Source: an optimization exercise on an open RTL-to-GDS flow (aim: small area). Production flows keep margins and buffers that such runs may drop. The RTL was checked by simulation tests, not by an equivalence proof against the original design. No driver is modelled on the clock port, so clocking that relies on it looks cheaper here than on a real chip. Power figures rest on the tool's default switching activity, not on a simulated workload.

==> job 309: inputs <==
## automaton
module automaton (
    input  wire        CLK,
    input  wire        i_rst,
    input  wire        i_cal_stb,
    input  wire        i_clk_tick,
    input  wire [10:0] i_inq_x,
    input  wire [10:0] i_inq_y,
    input  wire [10:0] i_sel_x,
    input  wire [10:0] i_sel_y,
    output wire        o_sta
    );
Settings: LEC_CHECK=0, CAP_MARGIN=5, CORE_MARGIN=2, CORE_UTILIZATION=50, PLACE_DENSITY=0.6, SLEW_MARGIN=5, SYNTH_HIERARCHICAL=1, SYNTH_MINIMUM_KEEP_SIZE=0; clock period 15.0 ns.
standard.sh (not shown) runs the stock make flow with config.mk's settings and CLKGATE_MAP_FILE= SYNTH_SCRIPT=/design/flow/synth_recipe.tcl, a recipe that flattens the netlist after the stock synthesis.
==> flow/flow/run.sh <==
#!/bin/bash
# Standard synthesis, then its combinational logic re-mapped for area
# (flip-flops untouched), then the standard layout from floorplan on.
set -euo pipefail
W=$(pwd)
R=$W/orfs/results/$FLOW_PLATFORM/automaton/base
LIB=$FLOW_HOME/platforms/$FLOW_PLATFORM/lib/sky130_fd_sc_hd__tt_025C_1v80.lib
YOSYS=$(command -v yosys || echo $FLOW_HOME/../tools/install/yosys/bin/yosys)

bash standard.sh synth > synth_standard.log 2>&1
cp $R/1_2_yosys.v $W/standard_netlist.v

DU=""
for c in $(sed -n '/DONT_USE_CELLS/,/^#/p' $FLOW_HOME/platforms/$FLOW_PLATFORM/config.mk | grep -o 'sky130_fd_sc_hd__[a-z0-9_]*'); do
  DU="$DU -dont_use $c"
done
python3 flow/genmap.py $LIB > $W/cellmap.v
sed -e "s|@LIB@|$LIB|g" -e "s|@IN@|$W/standard_netlist.v|" -e "s|@TOP@|$FLOW_TOP|" -e "s|@MAP@|$W/cellmap.v|" \
    -e "s|@DONTUSE@|$DU|" -e "s|@SCRIPT@|$W/flow/area.abc|" -e "s|@OUT@|$W/remapped.v|" \
    flow/remap.ys > $W/remap_run.ys
$YOSYS -s $W/remap_run.ys > remap.log 2>&1

cp $W/remapped.v $R/1_2_yosys.v
rm -f $R/1_synth.odb $R/1_synth.sdc
bash standard.sh synth > synth_odb.log 2>&1
cmp -s $W/remapped.v $R/1_2_yosys.v || { echo "re-mapped netlist was overwritten"; exit 1; }
# Clock tree: larger sink clusters and no dummy loads, which the tree's
# balance does not need here.
export CTS_ARGS="-sink_clustering_enable -repair_clock_nets -dont_use_dummy_load -sink_clustering_size 16 -sink_clustering_max_diameter 60 -buf_list sky130_fd_sc_hd__clkbuf_8"
bash standard.sh > layout.log 2>&1
test -f out/final.def
==> flow/flow/remap.ys <==
# Re-map the standard synthesis for area: flip-flops, full adders and tie cells
# stay as they are (instances, names, cell types); every other cell is read
# as its logic function and the whole is mapped again with ABC.
read_liberty -lib @LIB@
read_verilog @IN@
hierarchy -top @TOP@
techmap -map @MAP@
techmap
opt -fast
opt_clean
abc -liberty @LIB@ @DONTUSE@ -script @SCRIPT@
opt_clean -purge
setundef -zero
splitnets
opt_clean -purge
check -assert
tee -o remap_stat.txt stat -liberty @LIB@
write_verilog -noattr -noexpr -nohex -nodec @OUT@
Other scripts of this flow, unchanged in this note and not shown: flow/flow/area.abc, flow/flow/genmap.py
==> inputs of job 1825, as changes to job 309 <==
--- a/flow/flow/run.sh
+++ b/flow/flow/run.sh
@@ -28,4 +28,6 @@
 # balance does not need here.
 export CTS_ARGS="-sink_clustering_enable -repair_clock_nets -dont_use_dummy_load -sink_clustering_size 16 -sink_clustering_max_diameter 60 -buf_list sky130_fd_sc_hd__clkbuf_8"
+bash standard.sh cts > layout_to_cts.log 2>&1
+RESULTS=$R LIB=$LIB openroad -no_init -exit flow/downsize.tcl > downsize.log 2>&1
 bash standard.sh > layout.log 2>&1
 test -f out/final.def
==> flow/flow/downsize.tcl (new file) <==
# Area recovery after clock tree synthesis, on the placed design: every cell
# that has a smaller variant of the same function (a lower drive strength)
# is tried at the smaller size and kept there when slew and capacitance keep
# their margin, setup slack stays above 2 ns and, for clock buffers, every
# flip-flop clock pin's estimated slew stays below CLK_MAX.  Narrower cells
# keep their place, so the placement stays legal.
set R $::env(RESULTS)
read_db $R/4_cts.odb
read_liberty $::env(LIB)
read_sdc $R/4_cts.sdc
source $::env(FLOW_HOME)/platforms/$::env(FLOW_PLATFORM)/setRC.tcl
set CLK_MAX 0.100
report_design_area
proc cell_area {m} { return [expr [$m getWidth]*[$m getHeight]] }
proc smaller_masters {mname} {
  if {![regexp {^(sky130_fd_sc_hd__[a-z0-9]+)_([0-9]+)$} $mname -> base n]} { return {} }
  set out {}
  set db [ord::get_db]
  set cur [$db findMaster $mname]
  set ca [cell_area $cur]
  foreach k {0 1 2 3 4 6 8 12 16} {
    if {$k >= $n} continue
    set m [$db findMaster ${base}_$k]
    if {$m == "NULL" || $m == ""} continue
    if {[cell_area $m] < $ca} { lappend out [list [cell_area $m] ${base}_$k] }
  }
  set out [lsort -real -index 0 $out]
  set names {}
  foreach x $out { lappend names [lindex $x 1] }
  return $names
}
proc clk_slew_worst {} {
  set w 0
  foreach p [get_pins -hierarchical */CLK] {
    set s [get_property $p slew_max]
    if {$s > $w} {set w $s}
  }
  return $w
}
# flip-flop clock pins driven straight by a clock buffer
proc leaf_clk_pins {inst} {
  set pins {}
  foreach it [$inst getITerms] {
    if {![$it isOutputSignal]} continue
    foreach l [[$it getNet] getITerms] {
      if {[$l getMTerm] != "NULL" && [[$l getMTerm] getName] == "CLK"} {
        lappend pins [get_pins [[$l getInst] getName]/CLK]
      }
    }
  }
  return $pins
}
proc pins_slew_worst {pins} {
  set w 0
  foreach p $pins {
    set s [get_property $p slew_max]
    if {$s > $w} {set w $s}
  }
  return $w
}
proc ok_state {slew0 cap0 wns_min clk_max} {
  set s [sta::max_slew_check_slack_limit]
  set c [sta::max_capacitance_check_slack_limit]
  if {$s < [expr min($slew0, $::SLEW_R)]} { return 0 }
  if {$c < [expr min($cap0, $::CAP_R)]} { return 0 }
  if {[sta::worst_slack_cmd max] < $wns_min} { return 0 }
  return 1
}
proc reest {inst} {
  foreach it [$inst getITerms] {
    set n [$it getNet]
    if {$n == "NULL" || $n == ""} continue
    set sn [get_nets -quiet [$n getName]]
    if {$sn != ""} { est::estimate_parasitic_net $sn }
  }
}
set SLEW_R 0.15
set CAP_R 0.15
estimate_parasitics -placement
set slew0 [sta::max_slew_check_slack_limit]
set cap0 [sta::max_capacitance_check_slack_limit]
puts "start: slew ratio $slew0 cap ratio $cap0 wns [sta::worst_slack_cmd max] clk [clk_slew_worst]"
set gained 0
set nswap 0
set ntry 0
foreach inst [[ord::get_db_block] getInsts] {
  set m [$inst getMaster]
  if {[$m getType] != "CORE"} continue
  set mname [$m getName]
  if {[regexp {df|fill|tap|decap|conb|diode} $mname]} continue
  set cands [smaller_masters $mname]
  if {$cands == {}} continue
  set isclk [regexp {clkbuf} $mname]
  if {$isclk} {
    set leaf [leaf_clk_pins $inst]
    if {$leaf == {}} continue
  }
  incr ntry
  foreach c $cands {
    set old [$inst getMaster]
    set iname [$inst getName]
    replace_cell $iname $c
    reest $inst
    set good [ok_state $slew0 $cap0 2e-9 0]
    if {$good && $isclk} {
      if {[pins_slew_worst $leaf] > $::CLK_MAX} { set good 0 }
    }
    if {$good} {
      set gained [expr $gained + ([cell_area $old] - [cell_area [$inst getMaster]])/1e6]
      incr nswap
      break
    } else {
      replace_cell $iname [$old getName]
      reest $inst
    }
  }
}
estimate_parasitics -placement
puts "tried $ntry, downsized $nswap cells, area recovered $gained um2; slew ratio [sta::max_slew_check_slack_limit] cap ratio [sta::max_capacitance_check_slack_limit] wns [sta::worst_slack_cmd max] clk [clk_slew_worst]"
report_design_area
check_placement
write_db $R/4_cts.odb
==> notes.md <==
STA
The worst setup margin is 4.124 ns. Headroom to the max-slew limit came out at under 10%. The top achievable clock speed is 91.95 MHz.

The transition time at the pin with the least slew margin is 1.413 ns.

Critical path
The maximum cell stage delay along the critical path is around 1.1 ns. The critical path goes through clkdlybuf4s50_1 -> nand2b_1 -> nor2_1 -> nand2_1 -> or2_0 -> nor2_4 -> buf_4 -> nand2_1 -> xor2_1 -> a21oi_1 -> nand3_1 -> nor4_1 -> a31oi_1 -> nor2_1 -> nor3_1 -> o21ai_0 -> o21ai_0 -> nand2_1 -> a222oi_1. At the worst endpoint, the required time is around 16 ns. In this run the worst path has a maximum fanout of 17.

Power and ir drop
In this run, the combinational gates consume 23.1% of the power. In this run, power in combinational logic comes to around 2900 µW. Summing internal, switching and leakage power gives ~13,000 µW. The total clock network power is about 4200 µW.

Dividing total power by cell area gives a power density of around 48 nW/µm².

Status
The flow ran to the end and the layout has no timing, DRC or antenna violations.

Detailed routing
The initial DRC count is around 27,000. After detailed routing, the met3 layer carries about 120,000 µm of wire.

Job
The max-cap violation count is 0.

Global route
The number of global-route vias before repair is 222,496. The initial antenna violation count was 90.
That was job 309.
==> notes.md <==
Status
The run finished, with violations left. The checks that failed were capacitance limit, slew limit.

Power and ir drop
The logic gate share of total power is a little under a quarter. The total clock network power is 3610 µW. Overall power consumption after layout is estimated at about 12,000 µW.

STA
The transition time at the pin with the least slew margin is ~1.5 ns. The number of slew-limit violations in the final report is 17. The worst setup margin is ~3.5 ns.

Timing would allow up to about 87 MHz. The relative slew slack is -3.311%.

Critical path
In this run the worst path has a maximum fanout of 20. At the worst endpoint, the required time is 15.98 ns. The maximum cell stage delay along the critical path is between 0.9 and 1 ns.

Detailed routing
Summed over all nets, wire length on met3 after detailed routing comes to roughly 120,000 µm. The initial DRC count is approximately 27,000.

Job
Across the run, the number of max-cap violations was 1.

Global route
The number of global-route vias before repair was 222,539. The initial antenna violation count is between 100 and 150.
That was job 1825.

-- static timing again, ports no longer ideal --
In the flow no input, the clock included, has a driving cell. The finished layouts below were timed again as built, in two steps.
Step 1 sets driving cells, clkbuf_16 on the clock port and buf_2 on the other inputs (assumed; they add their load-dependent delay and slew).
Step 2 also shifts input and output timing later by t, the mid clock arrival at the registers, as if the neighbouring blocks saw the same clock.
a / b / c = ideal / step 1 / step 2; a / b = the first two.
run | t, ns | slack for setup (ns) | worst setup path after step 2 | pins driven straight from the clock port
job 309 | 1.317 | 4.124 / 4.221 / 2.905 | input to register | 1
job 1825 | 1.297 | 3.511 / 3.607 / 2.310 | input to register | 1
The setup slack of job 309, which loses most, moves by +0.097 ns with the drivers and by -1.219 ns with both steps.
